From an optimization exercise on the open Yosys and OpenROAD flow, aimed at small area and a short achievable clock period; shortcuts taken in it are not production practice. At most, simulation tests tie the RTL to the original design; equivalence was not proved. The RTL of run 3 was laid out without a check of its function. The flow treats the clock pin as an ideal source. Dropping or thinning the clock tree relies on that and would not hold on a real chip. Power and IR drop assume default switching activity.

## flow/flow/run.sh

```bash
#!/bin/bash
# The standard layout, with the clock tree's top rebuilt after CTS
# (flow/post_cts.tcl, run by ORFS's POST_CTS_TCL hook). The ORFS run's
# output goes to standard_flow.log, its logs to orfs/logs.
set -euo pipefail
here=$(pwd)
export POST_CTS_TCL="$here/flow/post_cts.tcl"
bash standard.sh finish > "$here/standard_flow.log" 2>&1
```

## flow/flow/post_cts.tcl

```tcl
# POST_CTS_TCL hook of the ORFS cts step: rebuild the clock tree's top, then
# legalise and repair timing again as the cts step does.
source [file join [file dirname [info script]] retree.tcl]
retree_top
detailed_placement
estimate_parasitics -placement
repair_timing_helper
detailed_placement
check_placement -verbose
estimate_parasitics -placement
report_clock_latency
```

## flow/constraint.sdc

```tcl
create_clock -name core_clock -period 3.7 [get_ports {clk}]
set_input_delay 0.7400 -clock core_clock [delete_from_list [all_inputs] [get_ports {clk}]]
set_output_delay 0.7400 -clock core_clock [all_outputs]
set_load 0.01 [all_outputs]
```

## flow/flow/retree.tcl

```tcl
# Rebuild the top of the clock tree that CTS made: the root buffer and the
# branch buffers under it are replaced by four buffers that the clock port
# drives directly, each driving the leaf buffers (the ones that drive the
# flip-flops) of one quarter of the die. The leaf level is kept as CTS made
# it, so every flip-flop still gets its clock through two buffers, with the
# same latency for all of them. Returns without change unless the tree is
# made of non-inverting clock buffers only.
proc drives_nothing {inst} {
  foreach it [$inst getITerms] {
    if {[$it isOutputSignal] && [$it getNet] ne "NULL"} {
      foreach s [[$it getNet] getITerms] { if {[$s isInputSignal]} { return 0 } }
    }
  }
  return 1
}

proc retree_top {} {
  set block [ord::get_db_block]
  set clk [$block findNet clk]
  set roots {}
  foreach it [$clk getITerms] { lappend roots [$it getInst] }
  if {[llength $roots] != 1} { puts "retree: clk drives [llength $roots] cells, not changed"; return }
  # walk the tree: inner buffers, leaf buffers, dummy loads
  set inner {}; set leaves {}; set dummies {}
  set todo $roots
  while {[llength $todo]} {
    set c [lindex $todo 0]; set todo [lrange $todo 1 end]
    set m [[$c getMaster] getName]
    set out {}
    foreach it [$c getITerms] { if {[$it isOutputSignal]} { set out [$it getNet] } }
    set sinks {}
    if {$out ne "" && $out ne "NULL"} {
      foreach it [$out getITerms] { if {[$it isInputSignal]} { lappend sinks $it } }
    }
    if {![string match "sky130_fd_sc_hd__clkbuf_*" $m]} { puts "retree: $m [$c getName] in the tree, not changed"; return }
    set kids {}; set regs 0
    foreach it $sinks {
      set i [$it getInst]
      if {[drives_nothing $i]} {
        lappend dummies $i
      } elseif {[string match "sky130_fd_sc_hd__clkbuf_*" [[$i getMaster] getName]] && [[$it getMTerm] getName] eq "A"} {
        lappend kids $i
      } else { incr regs }
    }
    if {$regs && [llength $kids]} { puts "retree: [$c getName] drives buffers and flip-flops, not changed"; return }
    if {$regs} { lappend leaves $c } else { lappend inner $c; foreach k $kids { lappend todo $k } }
  }
  if {[llength $leaves] < 8 || ![llength $inner]} { puts "retree: [llength $leaves] leaves, not changed"; return }
  puts "retree: [llength $inner] inner buffers, [llength $leaves] leaf buffers, [llength $dummies] dummy loads"
  # remove the old top
  foreach l $leaves { [$l findITerm A] disconnect }
  set dummies [lsort -unique $dummies]
  foreach d $dummies { foreach it [$d getITerms] { if {[$it getNet] ne "NULL"} { $it disconnect } }; odb::dbInst_destroy $d }
  foreach c $inner {
    set out [[$c findITerm X] getNet]
    foreach it [$c getITerms] { if {[$it getNet] ne "NULL"} { $it disconnect } }
    odb::dbInst_destroy $c
    if {[llength [$out getITerms]] == 0 && [llength [$out getBTerms]] == 0} { odb::dbNet_destroy $out }
  }
  # four groups of leaves: halves by x, then halves by y
  set pts {}
  foreach l $leaves {
    set b [$l getBBox]
    lappend pts [list $l [expr {([$b xMin] + [$b xMax]) / 2}] [expr {([$b yMin] + [$b yMax]) / 2}]]
  }
  set pts [lsort -integer -index 1 $pts]
  set h [expr {[llength $pts] / 2}]
  set groups {}
  foreach half [list [lrange $pts 0 [expr {$h - 1}]] [lrange $pts $h end]] {
    set half [lsort -integer -index 2 $half]
    set q [expr {[llength $half] / 2}]
    lappend groups [lrange $half 0 [expr {$q - 1}]] [lrange $half $q end]
  }
  set master [[ord::get_db] findMaster sky130_fd_sc_hd__clkbuf_16]
  set i 0
  foreach g $groups {
    set sx 0; set sy 0
    foreach p $g { set sx [expr {$sx + [lindex $p 1]}]; set sy [expr {$sy + [lindex $p 2]}] }
    set b [odb::dbInst_create $block $master "clkbuf_top_$i"]
    $b setLocation [expr {$sx / [llength $g]}] [expr {$sy / [llength $g]}]
    $b setPlacementStatus PLACED
    $b setSourceType TIMING
    set n [odb::dbNet_create $block "clknet_top_$i"]
    $n setSigType CLOCK
    [$b findITerm A] connect $clk
    [$b findITerm X] connect $n
    foreach p $g { [[lindex $p 0] findITerm A] connect $n }
    puts "retree: clkbuf_top_$i drives [llength $g] leaf buffers"
    incr i
  }
}
```

## flow/design.v

```verilog
module SPI (clk,rst_n,MOSI,MISO,SS_n,rx_data,rx_valid,tx_data,tx_valid);
input MOSI,SS_n,clk,rst_n;
output reg rx_valid;
output reg [9:0] rx_data;
input [7:0] tx_data;
input tx_valid;
output reg MISO;
reg chk, act, sh;
reg is_ra, is_rd;
reg rd_address_first;
reg [3:0] cnt;
wire send = act & is_rd & ~sh & tx_valid & ~cnt[3];
wire last_bit = cnt == 4'd9;
always @(posedge clk,negedge rst_n)
begin
    if(!rst_n) begin
        chk <= 1'b0;
        act <= 1'b0;
        sh <= 1'b0;
        rx_valid <= 1'b0;
        rd_address_first <= 1'b0;
        MISO <= 1'b0;
    end else begin
        chk <= ~SS_n & ~chk & ~act;
        act <= ~SS_n & (chk | act);
        sh <= ~SS_n & (chk | (sh & ~last_bit));
        rx_valid <= act & ~sh;
        if(act & is_ra)
            rd_address_first <= 1'b1;
        else if(act & is_rd)
            rd_address_first <= 1'b0;
        if(send)
            MISO <= tx_data[~cnt[2:0]];
    end
end
always @(posedge clk)
begin
    if(chk) begin
        is_ra <= MOSI & ~rd_address_first;
        is_rd <= MOSI & rd_address_first;
    end
    if(!act || (sh && last_bit))
        cnt <= 4'd0;
    else if(sh || send)
        cnt <= cnt + 4'd1;
    if(sh)
        rx_data <= {rx_data[8:0],MOSI};
end
endmodule
module RAM_pr2(clk,rst_n,din,rx_valid,dout,tx_valid);
input [9:0] din;
input rx_valid,clk,rst_n;
output [7:0] dout;
output reg tx_valid;
reg [21:0] rs;
reg [1:0] part;
reg [1:0] a10;
reg is21;
reg [7:0] cw;
reg valid;
reg [1:0] p3;         
reg [1:0] p4;         
reg match_r;
reg wbe;              
reg [7:0] rd_r;
reg rd_ok;
wire ld_addr = rx_valid & ~din[8];
wire wr = rx_valid & ~din[9] & din[8];
wire [5:0] h = din[7:2];
reg [2:0] d_hi;
reg [1:0] d_lo, d_part;
reg d_is21;
always @(*) begin
    d_is21 = 1'b0;
    if (h[1:0] != 2'd3) begin
        d_hi = {1'b0, h[5:4]}; d_lo = h[3:2]; d_part = h[1:0];
    end else if (h[3:2] != 2'd3) begin
        d_hi = 3'd4; d_lo = h[5:4]; d_part = h[3:2];
    end else if (h[5:4] != 2'd3) begin
        d_hi = 3'd5; d_lo = 2'd0; d_part = h[5:4];
    end else begin
        d_hi = 3'd5; d_lo = 2'd1; d_part = 2'd0; d_is21 = 1'b1;
    end
end
wire [1:0] p4_nx = p4 + 2'd1;
wire [1:0] p3_nx = (p4 == 2'd3) ? ((p3 == 2'd2) ? 2'd0 : p3 + 2'd1) : p3;
wire match_old = (p4_nx == a10) & (is21 | (p3_nx == part));
wire match_new = (p4_nx == din[1:0]) & (d_is21 | (p3_nx == d_part));
wire match_nx = ld_addr ? match_new : match_old;
wire fetch = rd_ok & ~valid;
wire valid_nx = wr | (~ld_addr & (valid | fetch));
assign dout = cw;
always @(posedge clk,negedge rst_n) begin
    if(!rst_n)
        tx_valid<=0;
    else if(rx_valid)
        tx_valid<=din[9]&din[8];
end
integer k;
always @(posedge clk) begin
    p4 <= p4_nx;
    p3 <= p3_nx;
    if(ld_addr) begin
        for (k = 0; k < 22; k = k + 1)
            rs[k] <= {d_hi, d_lo} == k;
        part <= d_part;
        a10 <= din[1:0];
        is21 <= d_is21;
    end
    match_r <= match_nx;
    valid <= valid_nx;
    wbe <= match_old & valid_nx;
    if(wr)
        cw <= din[7:0];
    else if(fetch)
        cw <= rd_r;
end
wire [7:0] last [0:21];
reg [7:0] rd;
integer g;
always @(*) begin
    rd = 8'd0;
    for (g = 0; g < 22; g = g + 1)
        rd = rd | ({8{rs[g]}} & last[g]);
end
always @(posedge clk) begin
    rd_r <= rd;
    rd_ok <= match_r & ~ld_addr;
end
genvar l;
generate
for (l = 0; l < 22; l = l + 1) begin : g_loop
    localparam N = (l == 21) ? 4 : 12;
    reg [8*N-1:0] w;
    wire sel = rs[l] & wbe;
    assign last[l] = w[8*N-8 +: 8];
    always @(posedge clk)
        w <= {w[8*N-9:0], sel ? cw : w[8*N-8 +: 8]};
end
endgenerate
endmodule
module Master(SS_n,MOSI,MISO,clk,rst_n);
input MOSI,SS_n,clk,rst_n;
 output MISO;
 wire rx_valid;
wire [9:0] rx_data;
wire [7:0] tx_data;
wire tx_valid;
 SPI   s1 (clk,rst_n,MOSI,MISO,SS_n,rx_data,rx_valid,tx_data,tx_valid);
RAM_pr2  R1(clk,rst_n,rx_data,rx_valid,tx_data,tx_valid);
endmodule
```

## flow/standard.sh

```bash
#!/bin/bash
# synth_recipe.tcl (not shown) runs the flow's synth.tcl, then flattens the netlist and writes it again
# the make line also repeats each setting of config.mk as NAME=value (left out here)
make -C /OpenROAD-flow-scripts/flow DESIGN_CONFIG=/design/flow/config.mk WORK_HOME=/design/flow/orfs CLKGATE_MAP_FILE= SYNTH_SCRIPT=/design/flow/synth_recipe.tcl "${@:-finish}"
```

## flow/config.mk

```make
export PLATFORM = sky130hd
export DESIGN_NAME = Master
export DESIGN_NICKNAME = Master
export VERILOG_FILES = /design/flow/design.v
export SDC_FILE = /design/flow/constraint.sdc
export NUM_CORES = 4
export LEC_CHECK = 0
export ABC_AREA = 1
export CAP_MARGIN = 20
export CORE_MARGIN = 2
export CORE_UTILIZATION = 60
export CTS_BUF_LIST = sky130_fd_sc_hd__clkbuf_8
export CTS_CLUSTER_DIAMETER = 60
export CTS_CLUSTER_SIZE = 20
export PLACE_DENSITY = 0.7
export SETUP_SLACK_MARGIN = 1.95
export SLEW_MARGIN = 20
```

==> results_dict.tcl, run 1 <==
set metrics [dict create \
    synth-simple-area-share_pct 4.14 \
    grt_use_total_pct 18.6 \
    worstPathCellList "buf_2" \
    die_h_um 283 \
    synth_xor_area_share_pct 0.112 \
    critPathSlowestCell "dfrtp_1" \
    maxSlewViolCount 0 \
    synth_cells 2960 \
    arrival_ns 1.04 \
    synth_nets 2967 \
    min-delay-start "R1.g_loop[19].w[8]$_DFF_P_" \
    cp_max_fo 2 \
    drv_cap 0 \
    rsz0062_at_grt "yes" \
    boundaryPins 5 \
    min_path_type "register to register" \
    layout-drive-gt1-share_pct 5.46 \
    yosysMostFrequentCell "dfxtp_1" \
    first_global_vias 18800 \
    ys_seq_area_share_pct 91.8 \
    status "timing/DRC/antenna clean" \
    n_fill_cell 5422 \
    ys_top_cells_by_count "2,068 x dfxtp_1, 372 x nand2_1, 193 x o21ai_0, 59 x clkbuf_1, 47 x edfxtp_1" \
    grt_pass1_wl_um 112000 \
    worst_pin_slew_ns 0.891 \
    power.leakage_uw 0.0197 \
    period_minus_slack_ns 1.78 \
    syn_to_final_growth_pct 6.25 \
    die_w_um 283 \
    syn-mean-instance-area_sq_um 15.8 \
    max_freq_ghz 0.562 \
    antenna_found_initial 3 \
    place_inst 3958 \
    slew_headroom_pct 40.5 \
    drc 0 \
    synth_area_sq_um 46800 \
    endpoint_kind "primary output" \
    cp_data_required_time_ns 2.96 \
    grt_overflow 0 \
    gp_congestion 0.977 \
    drt_iter0_drc 1349 \
    path_clk_slew_ns 0.11 \
    synthFlopType "dfxtp_1" \
    hold_depth 0 \
    synth_top_area_share_pct 88.4 \
    ys_types 33 \
    clk_latency_ns 0.50 \
    synth.area.top_cells "dfxtp_1 88%, edfxtp_1 3.0%, nand2_1 3.0%" \
    powerDensity_nw_per_um2 678 \
    final-hold-violation-count 0 \
    yosysTopAreaCell "dfxtp_1" \
    met2_usage_pct 27.8 \
    rr_worst_depth 3 \
    grt.busiest_layer "met2" \
    slowest_delay_ns 0.40 \
    port_buffers 4 \
    wirelength_um 74600 \
    synthAdderAreaFrac_pct 0.0802 \
    viasPerCell 4.72 \
    ir_worst_vdd_uv 456 \
    finalNonFillerCells 4081 \
    grt_max_degree 28 \
    vias 19300 \
    yosysWarnings 2 \
    wl_per_cell_um 18.3 \
    dpl.hpwl_um 49900 \
    async_reset_ff_share_pct 0.330 \
    dieArea_sq_um 80300 \
    muxShareOfSynthArea_pct 0.0240 \
    synth_seq_cells 2122 \
    path_buf_inv 1 \
    start_kind "register" \
    r2r_end "R1.g_loop[6].w[7]$_DFF_P_" \
    fin_skew_ns 0.0358 \
    crit_family "flip-flops" \
    clock-sinks 2122 \
    worstHoldEndpoint "R1.g_loop[19].w[16]$_DFF_P_" \
    synth-edff-count 47 \
    antenna_left 0 \
    num_rows 102 \
    synth_top_family_by_area "simple AND/OR/NAND/NOR gates" \
    grt_use_met3_pct 2.65 \
    regToRegStartpoint "R1.wbe$_DFF_P_" \
    initial_core_util_pct 60.5 \
    ff2ff_setup_slack_ns 1.94 \
    setup_viol 0 \
    synth-compound-area-share_pct 2.90 \
    met1_usage_pct 27.6 \
    tns_ns 0 \
    detail_route.first_pass.iterations 5 \
    fin_crit_sh_pct 48.1 \
    critPathKind "register to primary output" \
    nets 3049 \
    core_sq_um 77300 \
]
==> sequential cells by signal (all words and copies together) (netlist names), 2 cells and up <==
name,flops
R1.p4,2
R1.rs,22
s1.cnt,4
R1.p3,2
s1.rx_data,10
R1.g_loop.w,2048
R1.rd_r,8
R1.part,2
R1.cw,8
R1.a10,2
==> metal layers <==
metal	up-vias	share of wire, %
met5	-	0
met4	0	3.8
met3	170	4.8
met2	485	42
met1	9197	49
li1	9405	-
==> stage by stage <==
step,cell area [sq um],worst slack [ns],utilization [%],hold slack [ns],power [uW]
final,49700,1.92,64.3,0.308,33700
after global routing,49700,1.87,64.3,0.308,34900
after detailed placement,48100,1.80,62.1,0.312,25500
after global placement,48100,1.79,62.1,0.310,25500
after floorplan,46800,2.15,-,0.310,25100
==> layout make-up, without the clock buffers <==
class,count,area [sq um],area share [%]
repair buffers,30,243,0.488
well taps,1040,1300,2.62
multi-input cells,724,3430,6.89
flip-flops and latches,2122,43000,86.4
repair inverters,1,7.51,0.0151
diodes,2,5.00,0.0101
inverters,50,193,0.387
==> cells in the final DEF (no fill, tap or decap), drive strengths merged <==
master         Yosys  layout
nor3              12      12
xnor2              2       2
ha                 3       3
o31ai              1       1
xor2               4       4
nand3             19      19
a21oi              9       9
clkinv             0       3
clkinvlp           0       2
a22oi              1       1
nand4             29      29
or2                3       3
a22o              24      24
edfxtp            47      47
o21ai            195     195
a221oi             8       8
clkbuf            59     112
buf                5      27
dfrtp              7       7
dfxtp           2068    2068
mux2               1       1
nor2              30      30
nand2            374     374
inv               50      46
nor4               6       6
clkdlybuf4s50      0       3
diode              0       2
and3               1       1
a211oi             2       2
==> kinds of logic after synthesis <==
kind of cell,after synthesis
compound gates,240
mux,1
buf+inv,114
simple gates,474
fa+ha+maj,3
flops,2122
xor+xnor,6
==> power breakdown <==
group          internal, uW  leakage [uW]  switching [uW]  total, uW
Sequential            24100        0.0174             440      24500
Clock                  2810      0.000826            5870       8680
Combinational           153       0.00151             330        484
==> how the worst max path moves through the flow <==
stage,start,end,slack [ns],depth (start not counted)
global route,s1.MISO$_DFFE_PN0P_,MISO,1.87,1
detailed placement,s1.rx_data[8]$_DFFE_PP_,R1.match_r$_DFF_P_,1.80,6
global placement,s1.rx_data[8]$_DFFE_PP_,R1.match_r$_DFF_P_,1.79,6
floorplan,s1.rx_data[8]$_DFFE_PP_,R1.match_r$_DFF_P_,2.15,6
finish,s1.MISO$_DFFE_PN0P_,MISO,1.92,1
==> inputs of run 2 (changes only) <==
--- a/flow/config.mk
+++ b/flow/config.mk
@@ -14,4 +14,4 @@
 export CTS_CLUSTER_SIZE = 20
 export PLACE_DENSITY = 0.7
-export SETUP_SLACK_MARGIN = 1.95
+export SETUP_SLACK_MARGIN = 2.0
 export SLEW_MARGIN = 20
==> results_dict.tcl, run 2 <==
set metrics [dict create \
    status "timing/DRC/antenna clean" \
    dpl.hpwl_um 49900 \
    syn_to_final_growth_pct 6.46 \
    fin_skew_ns 0.0384 \
    fin_hold_ws_ns 0.308 \
    final_cell_mix "2,068 x dfxtp_1, 363 x nand2_1, 169 x o21ai_0" \
    synthFlopType "dfxtp_1" \
    yosysWarnings 2 \
    multiInputGateArea_sq_um 3440 \
    vias 19300 \
    setup_viol 0 \
    min_path_type "register to register" \
    ys_top_cells_by_count "2,068 x dfxtp_1, 372 x nand2_1, 193 x o21ai_0, 59 x clkbuf_1, 47 x edfxtp_1" \
    slowest_delay_ns 0.40 \
    ys_seq_area_share_pct 91.8 \
    yosysTopAreaCell "dfxtp_1" \
    fin_crit_sh_pct 48.1 \
    async_reset_ff_share_pct 0.330 \
    crit_cells 1 \
    gp_congestion 0.977 \
    critPathSlowestCell "dfrtp_1" \
    num_rows 102 \
    core_sq_um 77300 \
    worst_pin_slew_ns 0.603 \
    drv_cap 0 \
    cp_data_required_time_ns 2.96 \
    tns_ns 0 \
    worstPathCellList "buf_2" \
    synth_seq_cells 2122 \
    fin_util_pct 64.5 \
    antenna_found_initial 3 \
    first_global_vias 18800 \
    antenna_left 0 \
    drc 0 \
    cp_max_fo 2 \
    die_h_um 283 \
    critPathKind "register to primary output" \
    top_register "R1.g_loop.w" \
    powerDensity_nw_per_um2 677 \
    nets 3059 \
    maxSlewViolCount 0 \
    path_buf_inv 1 \
    endpoint_kind "primary output" \
    port_buffers 4 \
    synth.area.top_cells "dfxtp_1 88%, edfxtp_1 3.0%, nand2_1 3.0%" \
    viasPerCell 4.73 \
    grt_pass1_wl_um 112000 \
    grt_overflow 0 \
    max_freq_ghz 0.562 \
    dieArea_sq_um 80300 \
    seqCellArea_sq_um 43000 \
    dpl-instance-area_sq_um 48100 \
    rsz0062_at_grt "yes" \
    final-hold-violation-count 0 \
    ir_worst_vdd_uv 454 \
    synth_cells 2960 \
    yosysMostFrequentCell "dfxtp_1" \
    ys_types 33 \
    rr_worst_depth 3 \
    synth_nets 2967 \
    hold_depth 0 \
    power.leakage_uw 0.0197 \
    finalInstanceArea_sq_um 49800 \
    n_fill_cell 5414 \
    drt_iter0_drc 1447 \
    syn-mean-instance-area_sq_um 15.8 \
    clk_latency_ns 0.50 \
    largest_register_ffs 2048 \
    die_w_um 283 \
    slew_headroom_pct 59.7 \
    synth_top_area_share_pct 88.4 \
    arrival_ns 1.04 \
    grt_use_total_pct 18.6 \
    top_regs "R1.g_loop.w (2048), R1.rs (22), s1.rx_data (10)" \
    grt_max_degree 28 \
    initial_core_util_pct 60.5 \
    clock-sinks 2122 \
    synth_area_sq_um 46800 \
    wl_per_cell_um 18.3 \
    detail_route.first_pass.iterations 7 \
    path_clk_slew_ns 0.11 \
    layout_commonest_cell "dfxtp_1" \
    period_minus_slack_ns 1.78 \
    boundaryPins 5 \
    start_kind "register" \
    crit_family "flip-flops" \
    place_inst 3958 \
    wirelength_um 74900 \
    finalNonFillerCells 4092 \
    synth-edff-count 47 \
    layout-drive-gt1-share_pct 6.03 \
]
## run 2: logic make-up (layout without fill, tap and decap cells)
logic type	count (synthesis)	count (layout)	share of synthesized area, %
other	0	3	0
DFF	2122	2122	91.8
xor gates and xnor gates	6	6	0.112
adders and majority gates	3	3	0.0802
buffers and inverters	114	203	0.941
muxes	1	1	0.0240
AOI/OAI and AO/OA	240	240	2.90
and+or+nand+nor	474	474	4.14
## run 2: final cells by class, without the clock buffers
| type | instances | area share, % |
|---|---|---|
| antenna | 3 | 0.0151 |
| inverter | 50 | 0.404 |
| multi-input combinational | 724 | 6.90 |
| sequential | 2122 | 86.2 |
| tap | 1040 | 2.61 |
| timing repair buffer | 40 | 0.638 |
| timing repair inverter | 1 | 0.0151 |
## run 2: worst paths after layout
kind / from / to / slack (ns)
hold reg to reg: R1.g_loop[19].w[75]$_DFF_P_ / R1.g_loop[19].w[83]$_DFF_P_ / 0.31
min in group asynchronous: rst_n / s1.MISO$_DFFE_PN0P_ / 0.50
max in group asynchronous: rst_n / s1.rx_valid$_DFF_PN0_ / 2.95
setup reg to reg: R1.wbe$_DFF_P_ / R1.g_loop[10].w[6]$_DFF_P_ / 2.01
setup / recovery: s1.MISO$_DFFE_PN0P_ / MISO / 1.92
hold / removal: R1.g_loop[19].w[75]$_DFF_P_ / R1.g_loop[19].w[83]$_DFF_P_ / 0.31
## run 2: metrics by stage
stage	power (uW)	setup WS [ns]
after detailed placement	25500	1.80
final	33700	1.92
after floorplan	25100	2.15
after global routing	35000	1.87
after global placement	25500	1.79
## run 2: where the power goes
group          leakage, uW  total, uW  internal, uW  switching (uW)
clock             0.000826       8700          2810            5890
combinational      0.00155        498           162             336
sequential          0.0174      24500         24100             439
## run 2: per-layer routing
metal / vias to the layer above / track usage, % / wire [um]
li1: 9426 / - / -
met1: 9201 / 27.5 / 36300
met2: 534 / 27.8 / 31800
met3: 174 / 2.76 / 3970
met4: 0 / 7.25 / 2800
met5: - / 0 / 0
==> inputs of run 3 (changes only) <==
--- a/flow/design.v
+++ b/flow/design.v
@@ -63,6 +63,4 @@
 reg match_r;
 reg wbe;              
-reg [7:0] rd_r;
-reg rd_ok;
 wire ld_addr = rx_valid & ~din[8];
 wire wr = rx_valid & ~din[9] & din[8];
@@ -88,6 +86,14 @@
 wire match_new = (p4_nx == din[1:0]) & (d_is21 | (p3_nx == d_part));
 wire match_nx = ld_addr ? match_new : match_old;
-wire fetch = rd_ok & ~valid;
+wire fetch = match_r & ~valid & ~ld_addr;
 wire valid_nx = wr | (~ld_addr & (valid | fetch));
+wire [7:0] last [0:21];
+reg [7:0] rd;
+integer g;
+always @(*) begin
+    rd = 8'd0;
+    for (g = 0; g < 22; g = g + 1)
+        rd = rd | ({8{rs[g]}} & last[g]);
+end
 assign dout = cw;
 always @(posedge clk,negedge rst_n) begin
@@ -114,17 +120,5 @@
         cw <= din[7:0];
     else if(fetch)
-        cw <= rd_r;
-end
-wire [7:0] last [0:21];
-reg [7:0] rd;
-integer g;
-always @(*) begin
-    rd = 8'd0;
-    for (g = 0; g < 22; g = g + 1)
-        rd = rd | ({8{rs[g]}} & last[g]);
-end
-always @(posedge clk) begin
-    rd_r <= rd;
-    rd_ok <= match_r & ~ld_addr;
+        cw <= rd;
 end
 genvar l;
==> results_dict.tcl, run 3 <==
set metrics [dict create \
    status "timing/DRC/antenna clean" \
    dpl.hpwl_um 44200 \
    synth_nets 3010 \
    synth_top_area_share_pct 88.2 \
    port_buffers 4 \
    syn-mean-instance-area_sq_um 15.6 \
    min_path_type "register to register" \
    first_global_vias 18700 \
    top_register "R1.g_loop.w" \
    drt_iter0_drc 1543 \
    synth_seq_cells 2113 \
    start_kind "register" \
    drv_cap 0 \
    maxSlewViolCount 0 \
    path_clk_slew_ns 0.11 \
    viasPerCell 4.65 \
    antenna_cells 0 \
    switching_share_pct 19.6 \
    layout_commonest_cell "dfxtp_1" \
    gp_congestion 0.863 \
    synth-edff-count 47 \
    synthFlopType "dfxtp_1" \
    async_reset_ff_share_pct 0.331 \
    crit_family "flip-flops" \
    final-hold-violation-count 0 \
    nets 3121 \
    top_regs "R1.g_loop.w (2048), R1.rs (22), s1.rx_data (10)" \
    p_total_uw 33500 \
    yosysTopAreaCell "dfxtp_1" \
    grt_max_degree 29 \
    slowest_delay_ns 0.43 \
    hold_depth 0 \
    power.leakage_uw 0.0199 \
    die_w_um 283 \
    period_minus_slack_ns 1.80 \
    initial_core_util_pct 60.5 \
    regToRegStartpoint "R1.rs[19]$_DFFE_PP_" \
    fin_crit_sh_pct 48.7 \
    wl_per_cell_um 17.3 \
    synth_area_sq_um 46700 \
    final_cell_mix "2,058 x dfxtp_1, 408 x nand2_1, 182 x o21ai_0" \
    fin_skew_ns 0.0801 \
    critPathKind "register to primary output" \
    syn_to_final_growth_pct 6.90 \
    yosysMostFrequentCell "dfxtp_1" \
    endpoint_kind "primary output" \
    cp_max_fo 2 \
    boundaryPins 5 \
    rsz0062_at_grt "yes" \
    synth.area.top_cells "dfxtp_1 88%, nand2_1 3.4%, edfxtp_1 3.0%" \
    grt_use_total_pct 17.8 \
    ys_types 32 \
    clock-sinks 2113 \
    ys_seq_area_share_pct 91.6 \
    worst_pin_slew_ns 0.851 \
    slew_headroom_pct 43.2 \
    finalInstanceArea_sq_um 49900 \
    clk_latency_ns 0.51 \
    num_rows 102 \
    arrival_ns 1.06 \
    r2r_end "R1.cw[4]$_DFFE_PP_" \
    antenna_left 0 \
    grt_overflow 0 \
    dpl-instance-area_sq_um 47800 \
    seqPwrFrac_pct 72.6 \
    largest_register_ffs 2048 \
    layout-drive-gt1-share_pct 6.91 \
    die_h_um 283 \
    worstPathCellList "buf_6" \
    critPathSlowestCell "dfrtp_1" \
    ff2ff_setup_slack_ns 2.02 \
    worstHoldEndpoint "R1.g_loop[10].w[33]$_DFF_P_" \
    path_buf_inv 1 \
    p_switching_uw 6570 \
    power_frac_comb_pct 1.5 \
    grt_pass1_wl_um 110000 \
    n_fill_cell 5349 \
    max_freq_ghz 0.555 \
    dieArea_sq_um 80100 \
    yosysWarnings 2 \
    p_clk_share_pct 25.9 \
    powerDensity_nw_per_um2 672 \
    min-delay-start "R1.g_loop[10].w[25]$_DFF_P_" \
    setup_viol 0 \
    tns_ns 0 \
    antenna_found_initial 0 \
    cp_data_required_time_ns 2.96 \
    wirelength_um 71700 \
    detail_route.first_pass.iterations 5 \
    rr_worst_depth 5 \
    drc 0 \
    core_sq_um 77200 \
    vias 19300 \
    ir_worst_vdd_uv 447 \
    fin_util_pct 64.7 \
    ys_top_cells_by_count "2,059 x dfxtp_1, 420 x nand2_1, 184 x o21ai_0, 58 x clkbuf_1, 48 x nor2_1" \
    synth_cells 3003 \
    p_int_uw 27000 \
]
## run 3: cell count changes after synthesis, sizes merged, moves of 4 or more
cell | previous run | this run
nand2 | 374 | 422
nor2 | 30 | 51
a22o | 24 | 8
nand3 | 19 | 34
dfxtp | 2068 | 2059
o21ai | 195 | 186
a221oi | 8 | 0
a31oi | 0 | 7
nand4 | 29 | 23
nor3 | 12 | 17
nor4 | 6 | 1
a21oi | 9 | 13
## run 3: worst max path at each step
stage | depth (start not counted) | slack [ns] | endpoint | start
3_3_place_gp | 4 | 1.63 | R1.cw[6]$_DFFE_PP_ | R1.rs[5]$_DFFE_PP_
6_report | 1 | 1.90 | MISO | s1.MISO$_DFFE_PN0P_
5_1_grt | 1 | 1.85 | MISO | s1.MISO$_DFFE_PN0P_
2_1_floorplan | 5 | 2.07 | R1.cw[0]$_DFFE_PP_ | s1.rx_data[8]$_DFFE_PP_
3_5_place_dp | 4 | 1.60 | R1.cw[6]$_DFFE_PP_ | R1.rs[5]$_DFFE_PP_
## run 3: logic make-up after synthesis
logic type / count (synthesis) / synth area share [%]
AO/OA/AOI/OAI: 218 / 2.51
XOR/XNOR: 5 / 0.0938
adder cells (fa/ha/maj): 3 / 0.0804
buffers and inverters: 113 / 0.930
flip-flops: 2113 / 91.6
AND/OR/NAND/NOR: 551 / 4.74
## run 3: final cells by class, without the clock buffers
type / count / area [sq um] / share of cell area [%]
flip-flops and latches: 2113 / 42800 / 85.7
repair buffers: 58 / 462 / 0.925
well taps: 1040 / 1300 / 2.61
multi-input cells: 778 / 3560 / 7.13
inverters: 49 / 195 / 0.391
## run 3: routing by layer
layer  share of wire, %  vias up  global-route usage, %
met5                  0        -                      0
met4                2.9        0                   5.48
met3                4.7      131                   3.08
met2                 42      365                   26.2
met1                 50     9274                   27.2
li1                   -     9538                      -
## run 3: power groups by stage
stage          clock, uW  sequential, uW  combinational, uW
6_report            8700           24300                512
3_3_place_gp           0           24800                417
5_1_grt             9760           24500                558
3_5_place_dp           0           24900                431
2_1_floorplan          0           24700                263
## run 3: stage by stage
stage / hold slack [ns] / std cells / worst slack (ns)
3_3_place_gp: 0.310 / 3986 / 1.63
6_report: 0.259 / 4151 / 1.90
3_5_place_dp: 0.312 / 3986 / 1.60
5_1_grt: 0.251 / 4151 / 1.85
2_1_floorplan: 0.310 / 3003 / 2.07
==> inputs of run 4 (changes only) <==
--- a/flow/design.v
+++ b/flow/design.v
@@ -63,4 +63,6 @@
 reg match_r;
 reg wbe;              
+reg [7:0] rd_r;
+reg rd_ok;
 wire ld_addr = rx_valid & ~din[8];
 wire wr = rx_valid & ~din[9] & din[8];
@@ -86,14 +88,6 @@
 wire match_new = (p4_nx == din[1:0]) & (d_is21 | (p3_nx == d_part));
 wire match_nx = ld_addr ? match_new : match_old;
-wire fetch = match_r & ~valid & ~ld_addr;
+wire fetch = rd_ok & ~valid;
 wire valid_nx = wr | (~ld_addr & (valid | fetch));
-wire [7:0] last [0:21];
-reg [7:0] rd;
-integer g;
-always @(*) begin
-    rd = 8'd0;
-    for (g = 0; g < 22; g = g + 1)
-        rd = rd | ({8{rs[g]}} & last[g]);
-end
 assign dout = cw;
 always @(posedge clk,negedge rst_n) begin
@@ -120,5 +114,17 @@
         cw <= din[7:0];
     else if(fetch)
-        cw <= rd;
+        cw <= rd_r;
+end
+wire [7:0] last [0:21];
+reg [7:0] rd;
+integer g;
+always @(*) begin
+    rd = 8'd0;
+    for (g = 0; g < 22; g = g + 1)
+        rd = rd | ({8{rs[g]}} & last[g]);
+end
+always @(posedge clk) begin
+    rd_r <= rd;
+    rd_ok <= match_r & ~ld_addr;
 end
 genvar l;
--- a/flow/config.mk
+++ b/flow/config.mk
@@ -11,6 +11,6 @@
 export CORE_UTILIZATION = 60
 export CTS_BUF_LIST = sky130_fd_sc_hd__clkbuf_8
-export CTS_CLUSTER_DIAMETER = 60
-export CTS_CLUSTER_SIZE = 20
+export CTS_CLUSTER_DIAMETER = 50
+export CTS_CLUSTER_SIZE = 18
 export PLACE_DENSITY = 0.7
 export SETUP_SLACK_MARGIN = 2.0
==> results_dict.tcl, run 4 <==
set metrics [dict create \
    r2r_end "R1.g_loop[18].w[4]$_DFF_P_" \
    final-hold-violation-count 0 \
    detail_route.first_pass.iterations 5 \
    cp_data_required_time_ns 2.96 \
    status "timing/DRC/antenna clean" \
    die_w_um 283 \
    first_global_vias 19000 \
    grt_use_total_pct 18.6 \
    powerDensity_nw_per_um2 684 \
    start_kind "register" \
    synth_nets 2967 \
    wirelength_um 75000 \
    fin_crit_sh_pct 48.2 \
    nets 3070 \
    largest_register_ffs 2048 \
    grt_use_met3_pct 3.30 \
    drc 0 \
    slowest_delay_ns 0.39 \
    syn-mean-instance-area_sq_um 15.8 \
    slew_headroom_pct 39.5 \
    grt_max_degree 33 \
    path_clk_slew_ns 0.10 \
    min-delay-start "R1.g_loop[21].w[20]$_DFF_P_" \
    n_fill_cell 5400 \
    initial_core_util_pct 60.5 \
    grt_pass1_wl_um 113000 \
    drv_cap 0 \
    worst_pin_slew_ns 0.906 \
    hold_depth 0 \
    wl_per_cell_um 18.3 \
    ys_types 33 \
    ys_top_cells_by_count "2,068 x dfxtp_1, 372 x nand2_1, 193 x o21ai_0, 59 x clkbuf_1, 47 x edfxtp_1" \
    setup_viol 0 \
    num_rows 102 \
    met2_usage_pct 27.6 \
    yosysTopAreaCell "dfxtp_1" \
    power.leakage_uw 0.0198 \
    arrival_ns 1.04 \
    vias 19400 \
    grt_overflow 0 \
    max_freq_ghz 0.561 \
    path_buf_inv 1 \
    syn_to_final_growth_pct 6.84 \
    dpl.hpwl_um 49900 \
    yosysMostFrequentCell "dfxtp_1" \
    worstHoldEndpoint "R1.g_loop[21].w[28]$_DFF_P_" \
    cp_max_fo 2 \
    fin_skew_ns 0.0368 \
    synth_cells 2960 \
    ir_worst_vdd_uv 467 \
    antenna_found_initial 2 \
    regToRegStartpoint "R1.cw[4]$_DFFE_PP_" \
    synthFlopType "dfxtp_1" \
    ys_seq_area_share_pct 91.8 \
    antenna_left 0 \
    grt.busiest_layer "met2" \
    layout-drive-gt1-share_pct 6.34 \
    min_path_type "register to register" \
    port_buffers 4 \
    top_register "R1.g_loop.w" \
    dieArea_sq_um 80300 \
    gp_congestion 0.977 \
    endpoint_kind "primary output" \
    clk_latency_ns 0.52 \
    synth_area_sq_um 46800 \
    synth.area.top_cells "dfxtp_1 88%, edfxtp_1 3.0%, nand2_1 3.0%" \
    clock-sinks 2122 \
    fin_hold_ws_ns 0.294 \
    critPathSlowestCell "dfrtp_1" \
    worstPathCellList "buf_2" \
    ff2ff_setup_slack_ns 2.02 \
    layout_commonest_cell "dfxtp_1" \
    async_reset_ff_share_pct 0.330 \
    crit_family "flip-flops" \
    top_regs "R1.g_loop.w (2048), R1.rs (22), s1.rx_data (10)" \
    core_sq_um 77300 \
    synth_seq_cells 2122 \
    drt_iter0_drc 1424 \
    synth_top_area_share_pct 88.4 \
    final_cell_mix "2,068 x dfxtp_1, 364 x nand2_1, 168 x o21ai_0" \
    tns_ns 0 \
    yosysWarnings 2 \
    synth-edff-count 47 \
    met1_usage_pct 27.4 \
    maxSlewViolCount 0 \
    period_minus_slack_ns 1.78 \
    boundaryPins 5 \
    critPathKind "register to primary output" \
    rr_worst_depth 3 \
    viasPerCell 4.74 \
    rsz0062_at_grt "yes" \
    die_h_um 283 \
]
-- run 4: cell count changes after synthesis, sizes merged, moves of 8 or more --
cell	delta
nand2	-48
nor2	-21
a22o	+16
nand3	-15
dfxtp	+9
o21ai	+9
a221oi	+8
-- run 4: final cells by class, without the clock buffers --
class / count / area (sq um) / share of cell area (%)
Timing Repair inverter: 1 / 7.51 / 0.0150
Tap cell: 1040 / 1300 / 2.60
Multi-Input combinational cell: 724 / 3440 / 6.88
Inverter: 50 / 198 / 0.395
Sequential cell: 2122 / 43000 / 85.9
Timing Repair Buffer: 34 / 273 / 0.545
Antenna cell: 1 / 2.50 / 0.00500
-- run 4: worst max path at each step --
stage	slack [ns]	from	cells past startpoint	end
floorplan	2.15	s1.rx_data[8]$_DFFE_PP_	6	R1.match_r$_DFF_P_
global placement	1.79	s1.rx_data[8]$_DFFE_PP_	6	R1.match_r$_DFF_P_
detailed placement	1.80	s1.rx_data[8]$_DFFE_PP_	6	R1.match_r$_DFF_P_
global route	1.87	s1.MISO$_DFFE_PN0P_	1	MISO
finish	1.92	s1.MISO$_DFFE_PN0P_	1	MISO
-- run 4: kinds of logic (layout without fill, tap and decap cells) --
| kind of cell | Yosys count | after routing | synth area share, % |
|---|---|---|---|
| xor+xnor | 6 | 6 | 0.112 |
| simple gates | 474 | 474 | 4.14 |
| compound gates | 240 | 240 | 2.90 |
| fa+ha+maj | 3 | 3 | 0.0802 |
| buf+inv | 114 | 214 | 0.941 |
| other cells | 0 | 1 | 0 |
| mux | 1 | 1 | 0.0240 |
| flops | 2122 | 2122 | 91.8 |
-- run 4: per-stage QoR --
step / utilization [%] / area [sq um] / std cells / power (uW) / setup WS [ns]
after floorplan: - / 46800 / 2960 / 25100 / 2.15
after global placement: 62.1 / 48100 / 3958 / 25500 / 1.79
after detailed placement: 62.1 / 48100 / 3958 / 25500 / 1.80
after global routing: 64.7 / 50000 / 4100 / 35400 / 1.87
final: 64.7 / 50000 / 4101 / 34200 / 1.92
-- run 4: report_power, final --
group          internal (uW)  switching [uW]
Clock                   3190            5980
Sequential             24100             439
Combinational            157             334
Total                  27500            6750
-- run 4: routing by layer --
| metal | routed length [um] | vias up |
|---|---|---|
| met5 | 0 | - |
| met4 | 2930 | 0 |
| met3 | 4200 | 190 |
| met2 | 31600 | 530 |
| met1 | 36300 | 9262 |
| li1 | - | 9438 |
==> inputs of run 5 (changes only) <==
--- a/flow/design.v
+++ b/flow/design.v
@@ -53,41 +53,37 @@
 output [7:0] dout;
 output reg tx_valid;
-reg [21:0] rs;
-reg [1:0] part;
-reg [1:0] a10;
-reg is21;
+reg [19:0] rs;
+reg [3:0] al;
+reg [1:0] ah;
 reg [7:0] cw;
 reg valid;
+reg [3:0] q;          
 reg [1:0] p3;         
 reg [1:0] p4;         
 reg match_r;
 reg wbe;              
-reg [7:0] rd_r;
-reg rd_ok;
 wire ld_addr = rx_valid & ~din[8];
 wire wr = rx_valid & ~din[9] & din[8];
-wire [5:0] h = din[7:2];
-reg [2:0] d_hi;
-reg [1:0] d_lo, d_part;
-reg d_is21;
+wire [3:0] dl = din[3:0];
+wire [3:0] dh = din[7:4];
+wire d_is13 = ~(dl[3] & dl[2] & (dl[1] | dl[0]));
+wire [4:0] d_loop = d_is13 ? {1'b0, dh} : {3'b100, dh[3:2]};
+wire a_is13 = ~(al[3] & al[2] & (al[1] | al[0]));
+wire [3:0] q_nx = (q == 4'd12) ? 4'd0 : q + 4'd1;
+wire [1:0] p4_nx = p4 + 2'd1;
+wire [1:0] p3_nx = (p4 == 2'd3) ? ((p3 == 2'd3) ? 2'd1 : p3 + 2'd1) : p3;
+wire match_old = a_is13 ? (q_nx == al) : ((p3_nx == al[1:0]) & (p4_nx == ah));
+wire match_new = d_is13 ? (q_nx == dl) : ((p3_nx == dl[1:0]) & (p4_nx == dh[1:0]));
+wire match_nx = ld_addr ? match_new : match_old;
+wire fetch = match_r & ~valid & ~ld_addr;
+wire valid_nx = wr | (~ld_addr & (valid | fetch));
+wire [7:0] last [0:19];
+reg [7:0] rd;
+integer g;
 always @(*) begin
-    d_is21 = 1'b0;
-    if (h[1:0] != 2'd3) begin
-        d_hi = {1'b0, h[5:4]}; d_lo = h[3:2]; d_part = h[1:0];
-    end else if (h[3:2] != 2'd3) begin
-        d_hi = 3'd4; d_lo = h[5:4]; d_part = h[3:2];
-    end else if (h[5:4] != 2'd3) begin
-        d_hi = 3'd5; d_lo = 2'd0; d_part = h[5:4];
-    end else begin
-        d_hi = 3'd5; d_lo = 2'd1; d_part = 2'd0; d_is21 = 1'b1;
-    end
+    rd = 8'd0;
+    for (g = 0; g < 20; g = g + 1)
+        rd = rd | ({8{rs[g]}} & last[g]);
 end
-wire [1:0] p4_nx = p4 + 2'd1;
-wire [1:0] p3_nx = (p4 == 2'd3) ? ((p3 == 2'd2) ? 2'd0 : p3 + 2'd1) : p3;
-wire match_old = (p4_nx == a10) & (is21 | (p3_nx == part));
-wire match_new = (p4_nx == din[1:0]) & (d_is21 | (p3_nx == d_part));
-wire match_nx = ld_addr ? match_new : match_old;
-wire fetch = rd_ok & ~valid;
-wire valid_nx = wr | (~ld_addr & (valid | fetch));
 assign dout = cw;
 always @(posedge clk,negedge rst_n) begin
@@ -99,12 +95,12 @@
 integer k;
 always @(posedge clk) begin
+    q <= q_nx;
     p4 <= p4_nx;
     p3 <= p3_nx;
     if(ld_addr) begin
-        for (k = 0; k < 22; k = k + 1)
-            rs[k] <= {d_hi, d_lo} == k;
-        part <= d_part;
-        a10 <= din[1:0];
-        is21 <= d_is21;
+        for (k = 0; k < 20; k = k + 1)
+            rs[k] <= d_loop == k;
+        al <= dl;
+        ah <= dh[1:0];
     end
     match_r <= match_nx;
@@ -114,22 +110,10 @@
         cw <= din[7:0];
     else if(fetch)
-        cw <= rd_r;
-end
-wire [7:0] last [0:21];
-reg [7:0] rd;
-integer g;
-always @(*) begin
-    rd = 8'd0;
-    for (g = 0; g < 22; g = g + 1)
-        rd = rd | ({8{rs[g]}} & last[g]);
-end
-always @(posedge clk) begin
-    rd_r <= rd;
-    rd_ok <= match_r & ~ld_addr;
+        cw <= rd;
 end
 genvar l;
 generate
-for (l = 0; l < 22; l = l + 1) begin : g_loop
-    localparam N = (l == 21) ? 4 : 12;
+for (l = 0; l < 20; l = l + 1) begin : g_loop
+    localparam N = (l < 16) ? 13 : 12;
     reg [8*N-1:0] w;
     wire sel = rs[l] & wbe;
==> results_dict.tcl, run 5 <==
set metrics [dict create \
    status "timing/DRC/antenna clean" \
    first_global_vias 18700 \
    vias 19200 \
    n_fill_cell 5335 \
    drv_cap 0 \
    critPathKind "register to primary output" \
    num_rows 102 \
    nets 3116 \
    min-delay-start "R1.g_loop[14].w[17]$_DFF_P_" \
    cp_data_required_time_ns 2.96 \
    ir_worst_vdd_uv 536 \
    drt_iter0_drc 1229 \
    top_regs "R1.g_loop.w (2048), R1.rs (20), s1.rx_data (10)" \
    powerDensity_nw_per_um2 649 \
    boundaryPins 5 \
    worstHoldEndpoint "R1.g_loop[14].w[25]$_DFF_P_" \
    ys_top_cells_by_count "2,063 x dfxtp_1, 406 x nand2_1, 171 x o21ai_0, 71 x nor2_1, 58 x clkbuf_1" \
    yosysMostFrequentCell "dfxtp_1" \
    synth_seq_cells 2116 \
    period_minus_slack_ns 1.79 \
    fin_crit_sh_pct 48.4 \
    slew_headroom_pct 63.9 \
    start_kind "register" \
    rr_worst_depth 3 \
    wirelength_um 71100 \
    clock-sinks 2116 \
    worst_pin_slew_ns 0.536 \
    wl_per_cell_um 17.1 \
    grt_max_degree 33 \
    slowest_delay_ns 0.42 \
    layout-drive-gt1-share_pct 6.61 \
    largest_register_ffs 2048 \
    rsz0062_at_grt "yes" \
    clk_latency_ns 0.53 \
    setup_viol 0 \
    synth_top_area_share_pct 88.5 \
    regToRegStartpoint "R1.cw[3]$_DFFE_PP_" \
    endpoint_kind "primary output" \
    hold_depth 0 \
    syn-mean-instance-area_sq_um 15.6 \
    grt_pass1_wl_um 107000 \
    viasPerCell 4.62 \
    min_path_type "register to register" \
    path_buf_inv 1 \
    dieArea_sq_um 80000 \
    r2r_end "R1.g_loop[13].w[3]$_DFF_P_" \
    fin_util_pct 64.8 \
    max_freq_ghz 0.558 \
    fin_hold_ws_ns 0.278 \
    gp_congestion 0.920 \
    yosysWarnings 2 \
    p_total_uw 32500 \
    grt_overflow 0 \
    ff2ff_setup_slack_ns 2.06 \
    synth_area_sq_um 46700 \
    synth_cells 2985 \
    synth_nets 2995 \
    critPathSlowestCell "dfrtp_1" \
    async_reset_ff_share_pct 0.331 \
    cp_max_fo 2 \
    power.leakage_uw 0.0197 \
    dpl.hpwl_um 46600 \
    yosysTopAreaCell "dfxtp_1" \
    layout_commonest_cell "dfxtp_1" \
    drc 0 \
    arrival_ns 1.05 \
    synthFlopType "dfxtp_1" \
    synth-edff-count 46 \
    synth.area.top_cells "dfxtp_1 89%, nand2_1 3.3%, edfxtp_1 3.0%" \
    final-hold-violation-count 0 \
    path_clk_slew_ns 0.10 \
    ys_types 31 \
    tns_ns 0 \
    die_w_um 283 \
    ys_seq_area_share_pct 91.9 \
    detail_route.first_pass.iterations 5 \
    antenna_found_initial 1 \
    place_inst 3982 \
    maxSlewViolCount 0 \
    final_cell_mix "2,061 x dfxtp_1, 398 x nand2_1, 156 x o21ai_0" \
    top_register "R1.g_loop.w" \
    finalNonFillerCells 4144 \
    core_sq_um 77200 \
    grt_use_total_pct 18.0 \
    syn_to_final_growth_pct 7.25 \
    crit_cells 1 \
    initial_core_util_pct 60.4 \
    fin_skew_ns 0.0581 \
    port_buffers 4 \
    worstPathCellList "buf_2" \
    crit_family "flip-flops" \
    die_h_um 283 \
    antenna_left 0 \
]
[run 5: cell types whose count changed after synthesis, moves of 5 or more]
| cell | before | now |
|---|---|---|
| a21oi_1 | 9 | 14 |
| inv_1 | 45 | 51 |
| dfxtp_1 | 2068 | 2063 |
| nand2_1 | 372 | 406 |
| a22o_1 | 24 | 9 |
| a221oi_1 | 8 | 2 |
| nand4_1 | 29 | 22 |
| nor2_1 | 28 | 71 |
| o21ai_0 | 193 | 171 |
[run 5: cell type report, without the clock buffers]
| type | count | area (sq um) | share of cell area (%) |
|---|---|---|---|
| flip-flops and latches | 2116 | 42900 | 85.7 |
| multi-input cells | 758 | 3470 | 6.93 |
| well taps | 1040 | 1300 | 2.60 |
| repair buffers | 45 | 355 | 0.710 |
| inverters | 54 | 215 | 0.430 |
| diodes | 1 | 2.50 | 0.00500 |
[run 5: worst reg2reg max path: cells and delay by family, from the launching register on]
family	cells	cell delay, ns
flops	1	0.50
compound gates	1	0.25
buf+inv	2	0.72
[run 5: how the worst max path moves through the flow]
stage	startpoint	end	slack, ns
5_1_grt	s1.MISO$_DFFE_PN0P_	MISO	1.86
6_report	s1.MISO$_DFFE_PN0P_	MISO	1.91
3_5_place_dp	s1.rx_data[8]$_DFFE_PP_	R1.cw[1]$_DFFE_PP_	1.66
3_3_place_gp	s1.rx_data[8]$_DFFE_PP_	R1.cw[1]$_DFFE_PP_	1.66
2_1_floorplan	s1.rx_data[8]$_DFFE_PP_	R1.cw[0]$_DFFE_PP_	2.11
[run 5: power by group]
group | switching (uW) | internal [uW]
clock network | 5960 | 3220
registers | 84.3 | 23000
logic | 143 | 69.7
[run 5: cell families (layout without fill, tap and decap cells)]
kind of cell / Yosys count / after routing / share of synthesized area (%)
compound gates: 202 / 202 / 2.28
xor+xnor: 8 / 8 / 0.150
buf+inv: 112 / 229 / 0.901
simple gates: 541 / 542 / 4.65
flops: 2116 / 2116 / 91.9
fa+ha+maj: 6 / 6 / 0.161
other cells: 0 / 1 / 0
[run 5: per-layer routing]
metal | vias up | global-route usage (%) | wire, um
met5 | - | 0 | 0
met4 | 0 | 6.69 | 2280
met3 | 152 | 3.06 | 3580
met2 | 431 | 27.6 | 30800
met1 | 9106 | 25.8 | 34400
li1 | 9471 | - | -
[run 5: per-stage QoR]
stage / cell area, sq um / setup WS (ns)
6_report: 50000 / 1.91
2_1_floorplan: 46700 / 2.11
3_5_place_dp: 47900 / 1.66
3_3_place_gp: 47900 / 1.66
5_1_grt: 50000 / 1.86

separate check: timing with driven ports:
The results above use ideal ports. As a check the final layouts listed here were re-extracted and re-timed, cells and wires unchanged.
Step 1 (the two cells are an assumption about what drives the block):
set clk [get_ports {clk}]
set_driving_cell -lib_cell sky130_fd_sc_hd__clkbuf_16 $clk
set_driving_cell -lib_cell sky130_fd_sc_hd__buf_2 [delete_from_list [all_inputs] $clk]
Step 2 also shifts input and output timing later by t, the mid clock arrival at the registers, as if the neighbouring blocks saw the same clock.
Slacks: ideal / step 1 / step 2; pairs: ideal / step 1.
| run | t (ns) | setup slack, ns | hold slack, ns | worst setup path after step 2 | worst slew at a driven data input, ns |
|---|---|---|---|---|---|
| run 1 | 0.617 | 1.920 / 1.785 / 1.942 | 0.308 / 0.308 / 0.308 | register to register | 0.03 |
| run 2 | 0.617 | 1.919 / 1.785 / 2.012 | 0.308 / 0.308 / 0.308 | register to register | 0.03 |
| run 3 | 0.605 | 1.897 / 1.760 / 2.015 | 0.259 / 0.259 / 0.259 | register to register | 0.04 |
| run 4 | 0.634 | 1.916 / 1.783 / 2.019 | 0.294 / 0.294 / 0.294 | register to register | 0.03 |
| run 5 | 0.627 | 1.909 / 1.774 / 2.059 | 0.278 / 0.278 / 0.278 | register to register | 0.03 |
After both steps setup and hold are still met in every run listed.
